This design comes from an exercise in tuning for small area, a short achievable clock period and few clock cycles per item on the open sky130 flow, not from production work. The RTL was checked by simulation tests, not by an equivalence proof against the original design. No driver is modelled on the clock port, so clock power and skew are understated where the tree is cut down; a real chip needs a root buffer or a tree.

==> trial 45 <==
// mul_top
module mul_top (
  input              clk,
  input              rst,
  input              in_valid,
  input      [15:0]  a,
  input      [15:0]  b,
  output             out_valid,
  output     [32:0]  res
);
export LEC_CHECK = 0
export CAP_MARGIN = 20
export CORE_MARGIN = 2
export CORE_UTILIZATION = 40
export SLEW_MARGIN = 20
export SYNTH_HIERARCHICAL = 1
create_clock -name core_clock -period 10.0 [get_ports {clk}]
standard.sh (not shown) runs the stock make flow with config.mk's settings and CLKGATE_MAP_FILE= SYNTH_SCRIPT=/design/flow/synth_recipe.tcl, a recipe that flattens the netlist after the stock synthesis.
==> flow/flow/run.sh <==
# Standard ORFS layout (the standard.sh) with plain buf_1 port buffers
# and a tighter setup-repair target; the SDC and clock period are unchanged.
export BUFFER_PORTS_ARGS="-buffer_cell sky130_fd_sc_hd__buf_1"
export POST_CTS_TCL=$PWD/flow/post_cts.tcl
bash standard.sh SETUP_SLACK_MARGIN=7.25  finish > standard.log 2>&1
Other scripts of this flow, unchanged in this note and not shown: flow/flow/post_cts.tcl
==> build 56 (differences from trial 45) <==
--- a/flow/design.v
+++ b/flow/design.v
@@ -23,28 +23,27 @@
   input              rst,
   input              in_valid,
   input      [15:0]  a,
   input      [15:0]  b,
   output             out_valid,
   output     [32:0]  res
 );
-  reg [15:0] a_q;
-  always @(posedge clk) a_q <= a;
-  reg [8:0] one_q;
-  reg [7:0] two_q, neg_q;
+  reg [15:0] a_q, b_q;
+  always @(posedge clk) begin a_q <= a; b_q <= b; end
+  reg [8:0] one_q, two_q, neg_q;
   always @(posedge clk) begin
     one_q[0] <= b[0] ^ 1'b0; two_q[0] <= (b[1] & ~b[0] & ~1'b0) | (~b[1] & b[0] & 1'b0); neg_q[0] <= b[1];
     one_q[1] <= b[2] ^ b[1]; two_q[1] <= (b[3] & ~b[2] & ~b[1]) | (~b[3] & b[2] & b[1]); neg_q[1] <= b[3];
     one_q[2] <= b[4] ^ b[3]; two_q[2] <= (b[5] & ~b[4] & ~b[3]) | (~b[5] & b[4] & b[3]); neg_q[2] <= b[5];
     one_q[3] <= b[6] ^ b[5]; two_q[3] <= (b[7] & ~b[6] & ~b[5]) | (~b[7] & b[6] & b[5]); neg_q[3] <= b[7];
     one_q[4] <= b[8] ^ b[7]; two_q[4] <= (b[9] & ~b[8] & ~b[7]) | (~b[9] & b[8] & b[7]); neg_q[4] <= b[9];
     one_q[5] <= b[10] ^ b[9]; two_q[5] <= (b[11] & ~b[10] & ~b[9]) | (~b[11] & b[10] & b[9]); neg_q[5] <= b[11];
     one_q[6] <= b[12] ^ b[11]; two_q[6] <= (b[13] & ~b[12] & ~b[11]) | (~b[13] & b[12] & b[11]); neg_q[6] <= b[13];
     one_q[7] <= b[14] ^ b[13]; two_q[7] <= (b[15] & ~b[14] & ~b[13]) | (~b[15] & b[14] & b[13]); neg_q[7] <= b[15];
-    one_q[8] <= 1'b0 ^ b[15];
+    one_q[8] <= 1'b0 ^ b[15]; two_q[8] <= (1'b0 & ~1'b0 & ~b[15]) | (~1'b0 & 1'b0 & b[15]); neg_q[8] <= 1'b0;
   end
   reg [2:0] v;
   always @(posedge clk) begin
     if (rst) v <= 0;
     else v <= {v[1:0], in_valid};
   end
   assign out_valid = v[2];
@@ -52,15 +51,15 @@
   wire one_1 = one_q[1], two_1 = two_q[1], neg_1 = neg_q[1];
   wire one_2 = one_q[2], two_2 = two_q[2], neg_2 = neg_q[2];
   wire one_3 = one_q[3], two_3 = two_q[3], neg_3 = neg_q[3];
   wire one_4 = one_q[4], two_4 = two_q[4], neg_4 = neg_q[4];
   wire one_5 = one_q[5], two_5 = two_q[5], neg_5 = neg_q[5];
   wire one_6 = one_q[6], two_6 = two_q[6], neg_6 = neg_q[6];
   wire one_7 = one_q[7], two_7 = two_q[7], neg_7 = neg_q[7];
-  wire one_8 = one_q[8], two_8 = 1'b0, neg_8 = 1'b0;
+  wire one_8 = one_q[8], two_8 = two_q[8], neg_8 = neg_q[8];
   wire pp_0_0 = ((one_0 & a_q[0]) | (two_0 & 1'b0)) ^ neg_0;
   wire pp_0_1 = ((one_0 & a_q[1]) | (two_0 & a_q[0])) ^ neg_0;
   wire pp_0_2 = ((one_0 & a_q[2]) | (two_0 & a_q[1])) ^ neg_0;
   wire pp_0_3 = ((one_0 & a_q[3]) | (two_0 & a_q[2])) ^ neg_0;
   wire pp_0_4 = ((one_0 & a_q[4]) | (two_0 & a_q[3])) ^ neg_0;
   wire pp_0_5 = ((one_0 & a_q[5]) | (two_0 & a_q[4])) ^ neg_0;
   wire pp_0_6 = ((one_0 & a_q[6]) | (two_0 & a_q[5])) ^ neg_0;
==> results.json <==
{
  "run_status": "complete, no violations",
  "layout.comb_gates.multi_input": 635,
  "number_of_standard_cells_after_synthesis": 911,
  "multi_input_gate_share_of_the_layout_cell_area_pct": 59.6,
  "floorplan.initialDensity_pct": 40.6,
  "yosysUniqueCellTypes": 45,
  "worst_setup_slack_after_layout_ns": 7.27,
  "r2r.worst_path.cells": 9,
  "tightest_slew_ns": 0.748,
  "detailroute.via_count": 6635,
  "yosys.area_share.xor_xnor_pct": 15.5
}
# the run above: build 56

==> results.json <==
{
  "run_status": "complete, no violations",
  "p_leak_nw": 4.17,
  "r2r.worst_path.cells": 5,
  "number_of_standard_cells_after_synthesis": 921,
  "final_ant_viol_nets": 0,
  "timing.hold.worst.class": "reg -> reg",
  "yosysUniqueCellTypes": 46,
  "layout.comb_gates.multi_input": 641,
  "tightest_slew_ns": 0.680,
  "detailroute.via_count": 6599,
  "multi_input_gate_share_of_the_layout_cell_area_pct": 59.2,
  "worst-setup-path-type": "reg -> out",
  "grt_pass1_vias": 6949,
  "floorplan.initialDensity_pct": 40.7
}
# the run above: trial 45

Testbench counts of trial 45, summed over its fixed seeds: cycles 16,016, items 16,000.
Testbench counts of build 56, summed over its fixed seeds: cycles 16,016, items 16,000.
No run of this note takes its clock network from TritonCTS; it comes from the design's own scripts or RTL.

## static timing again, ports no longer ideal
The flow's constraints put no driver on any port. The routed layouts listed below were extracted and timed again, unchanged, in two steps.
Step 1, drivers: a clkbuf_16 drives clk and a buf_2 each remaining input, both assumed.
Step 2 also shifts input and output timing later by t, the mid clock arrival at the registers, as if the neighbouring blocks saw the same clock.
Three values: ideal, step 1, step 2; two values: the first two.
run	t (ns)	slack for setup (ns)	worst setup path after step 2
trial 45	0.377	7.272 / 7.193 / 7.312	register to register
build 56	0.369	7.272 / 7.190 / 7.314	register to register
After both steps setup and hold are still met in every run listed.
